What follows belongs to an exercise in optimizing a design on an open flow for small area and a short achievable clock period; a production flow would make more cautious choices.
Function was checked by simulation only, so behaviour that the tests miss may differ from the original.

==> inputs of 04-20 <==
// alu
module alu(
  input   wire  [63:0]    in1       ,
  input   wire  [63:0]    in2       ,
  input   wire  [2:0]     op        ,
  input   wire            in_valid  ,
  output  wire            in_ready  ,
  output  reg   [63:0]    res       ,
  output  reg             out_valid ,
  input   wire            out_ready ,
  input   wire            clk       ,
  input   wire            rstn
);
  wire         sub = op[0] & ~op[1];
  wire [63:0]  b   = sub ? ~in2 : in2;
  wire [63:0]  p   = in1 | b;
  wire [63:0]  g   = gr;
  wire [63:0]  gr  = in1 & b;
  wire [63:0]  c;
  wire g0c1;
  wire pg2;
  wire pp3;
  wire pg4;
  wire pp5;
  wire pg6;
  wire pp7;
  wire pg8;
  wire pp9;
  wire pg10;
  wire pp11;
  wire pg12;
  wire pp13;
  wire pg14;
  wire pp15;
  wire pg16;
  wire pp17;
  wire pg18;
  wire pp19;
  wire pg20;
  wire pp21;
  wire pg22;
  wire pp23;
  wire pg24;
  wire pp25;
  wire pg26;
  wire pp27;
  wire pg28;
  wire pp29;
  wire pg30;
  wire pp31;
  wire pg32;
  wire pp33;
  wire pg34;
  wire pp35;
  wire pg36;
  wire pp37;
  wire pg38;
  wire pp39;
  wire pg40;
  wire pp41;
  wire pg42;
  wire pp43;
  wire pg44;
  wire pp45;
  wire pg46;
  wire pp47;
  wire pg48;
  wire pp49;
  wire pg50;
  wire pp51;
  wire pg52;
  wire pp53;
  wire pg54;
  wire pp55;
  wire pg56;
  wire pp57;
  wire pg58;
  wire pp59;
  wire pg60;
  wire pp61;
  wire pg62;
  wire pp63;
  wire pg64;
  wire pp65;
  wire pg66;
  wire pp67;
  wire pg68;
  wire pp69;
  wire pg70;
  wire pp71;
  wire pg72;
  wire pp73;
  wire pg74;
  wire pp75;
  wire pg76;
  wire pp77;
  wire pg78;
  wire pp79;
  wire pg80;
  wire pp81;
  wire pg82;
  wire pp83;
  wire pg84;
  wire pp85;
  wire pg86;
  wire pp87;
  wire pg88;
  wire pp89;
  wire pg90;
  wire pp91;
  wire pg92;
  wire pp93;
  wire pg94;
  wire pp95;
  wire pg96;
  wire pp97;
  wire pg98;
  wire pp99;
  wire pg100;
  wire pp101;
  wire pg102;
  wire pp103;
  wire pg104;
  wire pp105;
  wire pg106;
  wire pp107;
  wire pg108;
  wire pp109;
  wire pg110;
  wire pp111;
  wire pg112;
  wire pp113;
  wire pg114;
  wire pp115;
  ...
export LEC_CHECK = 0
export ABC_AREA = 1
export CAP_MARGIN = 20
export CORE_MARGIN = 2
export CORE_UTILIZATION = 50
export CTS_BUF_LIST = sky130_fd_sc_hd__clkbuf_8
export GPL_TIMING_DRIVEN = 0
export SETUP_SLACK_MARGIN = 1.5
export SLEW_MARGIN = 20
create_clock -name core_clock -period 4.6 [get_ports {clk}]
standard.sh (not shown) runs the stock make flow with config.mk's settings and CLKGATE_MAP_FILE= SYNTH_SCRIPT=/design/flow/synth_recipe.tcl, a recipe that flattens the netlist after the stock synthesis.
==> flow/flow/run.sh <==
#!/bin/bash
# The standard layout (standard.sh), with the input and output ports buffered
# by sky130_fd_sc_hd__buf_1 instead of the default buffer cell. make's full
# output goes to standard.log here; ORFS keeps each step's log under orfs/logs.
set -euo pipefail
bash standard.sh "BUFFER_PORTS_ARGS=-buffer_cell sky130_fd_sc_hd__buf_1" finish > standard.log 2>&1
==> 03-17: changes against 04-20 <==
--- a/flow/design.v
+++ b/flow/design.v
@@ -430,19 +430,16 @@
   assign c206 = pg94 | (pp95 & pg158);
   assign c = {c206, c205, c204, pg158, c203, c202, c201, pg156, c200, c199, c198, pg154, c197, c196, c195, pg152, c194, c193, c192, pg150, c191, c190, c189, pg148, c188, c187, c186, pg146, c185, c184, c183, pg136, c182, c181, c180, pg134, c179, c178, c177, pg132, c176, c175, c174, pg130, c173, c172, c171, pg116, c170, c169, c168, pg114, c167, c166, c165, pg98, c164, c163, c162, pg6, pg4, pg2, g0c1, sub};
   wire [63:0]  ci  = (op[2:1] == 2'b01) ? 64'b0 : c;
   wire [63:0]  sum = (in1 & b & ci) | (in1 & ~b & ~ci) | (~in1 & b & ~ci) | (~in1 & ~b & ci);
   wire [63:0]  result = op[2] ? (op[0] ? p : gr) : sum;
   assign in_ready = ~(out_valid & ~out_ready);
-  wire         ld    = rstn & in_valid & in_ready;
-  wire         s_sum = ld & ~op[2];
-  wire         s_lg  = ld & op[2];
-  wire [63:0]  lg    = op[0] ? p : gr;
-  wire [63:0]  res_d = ({64{s_sum}} & sum) | ({64{s_lg}} & lg) | ({64{~ld}} & res);
-  always @(posedge clk)
-    res <= res_d;
+  always @(posedge clk) begin
+    if (rstn && in_valid && in_ready)
+      res <= result;
+  end
   always @(posedge clk) begin
     if (!rstn)
       out_valid <= 1'b0;
     else if (in_valid && in_ready)
       out_valid <= 1'b1;
     else if (out_ready)
CTS_BUF_LIST = default   (was sky130_fd_sc_hd__clkbuf_8)
==> 09-24: changes against 04-20 <==
--- a/flow/design.v
+++ b/flow/design.v
@@ -7,13 +7,13 @@
   output  reg   [63:0]    res       ,
   output  reg             out_valid ,
   input   wire            out_ready ,
   input   wire            clk       ,
   input   wire            rstn
 );
-  wire         sub = op[0] & ~op[1];
+  wire         sub = op[0];
   wire [63:0]  b   = sub ? ~in2 : in2;
   wire [63:0]  p   = in1 | b;
   wire [63:0]  g   = gr;
   wire [63:0]  gr  = in1 & b;
   wire [63:0]  c;
   wire g0c1;
@@ -428,18 +428,18 @@
   assign c204 = g[60] | (p[60] & pg158);
   assign c205 = pg92 | (pp93 & pg158);
   assign c206 = pg94 | (pp95 & pg158);
   assign c = {c206, c205, c204, pg158, c203, c202, c201, pg156, c200, c199, c198, pg154, c197, c196, c195, pg152, c194, c193, c192, pg150, c191, c190, c189, pg148, c188, c187, c186, pg146, c185, c184, c183, pg136, c182, c181, c180, pg134, c179, c178, c177, pg132, c176, c175, c174, pg130, c173, c172, c171, pg116, c170, c169, c168, pg114, c167, c166, c165, pg98, c164, c163, c162, pg6, pg4, pg2, g0c1, sub};
   wire [63:0]  ci  = (op[2:1] == 2'b01) ? 64'b0 : c;
   wire [63:0]  sum = (in1 & b & ci) | (in1 & ~b & ~ci) | (~in1 & b & ~ci) | (~in1 & ~b & ci);
-  wire [63:0]  result = op[2] ? (op[0] ? p : gr) : sum;
+  wire [63:0]  result = op[2] ? (op[0] ? (in1 | in2) : gr) : sum;
   assign in_ready = ~(out_valid & ~out_ready);
   wire         ld    = rstn & in_valid & in_ready;
   wire         s_sum = ld & ~op[2];
   wire         s_lg  = ld & op[2];
-  wire [63:0]  lg    = op[0] ? p : gr;
+  wire [63:0]  lg    = op[0] ? (in1 | in2) : gr;
   wire [63:0]  res_d = ({64{s_sum}} & sum) | ({64{s_lg}} & lg) | ({64{~ld}} & res);
   always @(posedge clk)
     res <= res_d;
   always @(posedge clk) begin
     if (!rstn)
       out_valid <= 1'b0;
==> 09-27: changes against 04-20 <==
--- a/flow/design.v
+++ b/flow/design.v
@@ -7,13 +7,13 @@
   output  reg   [63:0]    res       ,
   output  reg             out_valid ,
   input   wire            out_ready ,
   input   wire            clk       ,
   input   wire            rstn
 );
-  wire         sub = op[0] & ~op[1];
+  wire         sub = op[0];
   wire [63:0]  b   = sub ? ~in2 : in2;
   wire [63:0]  p   = in1 | b;
   wire [63:0]  g   = gr;
   wire [63:0]  gr  = in1 & b;
   wire [63:0]  c;
   wire g0c1;
@@ -428,18 +428,18 @@
   assign c204 = g[60] | (p[60] & pg158);
   assign c205 = pg92 | (pp93 & pg158);
   assign c206 = pg94 | (pp95 & pg158);
   assign c = {c206, c205, c204, pg158, c203, c202, c201, pg156, c200, c199, c198, pg154, c197, c196, c195, pg152, c194, c193, c192, pg150, c191, c190, c189, pg148, c188, c187, c186, pg146, c185, c184, c183, pg136, c182, c181, c180, pg134, c179, c178, c177, pg132, c176, c175, c174, pg130, c173, c172, c171, pg116, c170, c169, c168, pg114, c167, c166, c165, pg98, c164, c163, c162, pg6, pg4, pg2, g0c1, sub};
   wire [63:0]  ci  = (op[2:1] == 2'b01) ? 64'b0 : c;
   wire [63:0]  sum = (in1 & b & ci) | (in1 & ~b & ~ci) | (~in1 & b & ~ci) | (~in1 & ~b & ci);
-  wire [63:0]  result = op[2] ? (op[0] ? p : gr) : sum;
+  wire [63:0]  result = op[2] ? (op[0] ? (in1 | in2) : gr) : sum;
   assign in_ready = ~(out_valid & ~out_ready);
   wire         ld    = rstn & in_valid & in_ready;
   wire         s_sum = ld & ~op[2];
   wire         s_lg  = ld & op[2];
-  wire [63:0]  lg    = op[0] ? p : gr;
+  wire [63:0]  lg    = op[0] ? (in1 | in2) : gr;
   wire [63:0]  res_d = ({64{s_sum}} & sum) | ({64{s_lg}} & lg) | ({64{~ld}} & res);
   always @(posedge clk)
     res <= res_d;
   always @(posedge clk) begin
     if (!rstn)
       out_valid <= 1'b0;
==> flow/run.sh (new file) <==
#!/bin/bash
# synth_recipe.tcl (not shown) runs the flow's synth.tcl, then flattens the netlist and writes it again
# the make line also repeats each setting of config.mk as NAME=value (left out here)
make -C /OpenROAD-flow-scripts/flow DESIGN_CONFIG=/design/flow/config.mk WORK_HOME=/design/flow/orfs CLKGATE_MAP_FILE= SYNTH_SCRIPT=/design/flow/synth_recipe.tcl finish
removed: flow/flow/run.sh
removed: flow/standard.sh
==> qor summary <==
|  | 03-17 | 09-27 | 09-24 | 04-20 |
|---|---|---|---|---|
| Run status | timing/DRC/antenna clean | timing/DRC/antenna clean | timing/DRC/antenna clean | timing/DRC/antenna clean |
| Ys flop type | sky130_fd_sc_hd__edfxtp_1 | sky130_fd_sc_hd__dfxtp_1 | sky130_fd_sc_hd__dfxtp_1 | sky130_fd_sc_hd__dfxtp_1 |
| Path length in cells of the critical path | 20 | 8 | 20 | 8 |
| Unrepaired setup endpoints after global routing | true | true | true | false |
| DRT iter0 DRCs | 732 | 935 | 825 | 816 |
| Worst hold path endpoint | out_valid | res[30] | res[44] | res[30] |
| Detailed-route via count | 8597 | 9711 | 9452 | 9365 |
| Number of fill cells in the layout | 1367 | 1335 | 1557 | 1504 |
| Fraction of area in clock buffers and inverters | 3.06% | 2.13% | 2.52% | 2.80% |
| Pin count of the biggest net entering global routing | 17 | 11 | 11 | 12 |
| Reg-to-reg setup timing slack | 2880 ps | 2130 ps | 2140 ps | 1930 ps |
| Clock Latency Late Sink | 350 ps | 380 ps | 380 ps | 380 ps |
| M1 WL | 10.7 mm | 11.3 mm | 11.5 mm | 11.9 mm |
| Library cell occupying the most area in the post-synthesis netlist | sky130_fd_sc_hd__edfxtp_1 | sky130_fd_sc_hd__nand2_1 | sky130_fd_sc_hd__nand2_1 | sky130_fd_sc_hd__nand2_1 |
| Start point of the worst min-delay path | out_valid | res[30] | res[44] | res[30] |
| Number of enable-type register cells in the synthesized netlist | 64 | 0 | 0 | 0 |
| Buffering stage count on the worst path with inverters included | 6 | 4 | 3 | 4 |
| Final worst hold slack | 584 ps | 467 ps | 472 ps | 464 ps |
| Area enclosed by the die boundary | 0.0152 mm2 | 0.0153 mm2 | 0.0153 mm2 | 0.0153 mm2 |
| Worst Path Required | 4700 ps | 4920 ps | 4880 ps | 4860 ps |

what the ideal ports hide:
Ports are ideal in the flow. The routed layouts listed here were re-timed in OpenROAD.
Step 1 sets driving cells, clkbuf_16 on the clock port and buf_2 on the other inputs (assumed; they add their load-dependent delay and slew).
Step 2 adds t to the input delays and takes it off the output delays; t is the mean of the earliest and latest rising clock arrival at the registers after step 1. Input paths then give back, and output paths get back, about the clock's delay inside the block.
Slacks: no drivers / after step 1 / after step 2; pairs: no drivers / after step 1.
| run | t, ns | setup WS [ns] | worst setup path at the end | worst register clock-pin slew, ns |
|---|---|---|---|---|
| 04-20 | 0.414 | 1.635 / 1.651 / 1.237 | input to register | 0.09 / 0.09 |
| 03-17 | 0.390 | 1.555 / 1.576 / 1.186 | input to register | 0.06 / 0.06 |
| 09-24 | 0.414 | 1.687 / 1.700 / 1.286 | input to register | 0.08 / 0.08 |
| 09-27 | 0.413 | 1.455 / 1.468 / 1.055 | input to register | 0.08 / 0.08 |
After both steps setup and hold are still met in every run listed. For 09-24, which loses most, drivers alone change the setup slack by +0.013 ns; drivers and shift together by -0.401 ns.
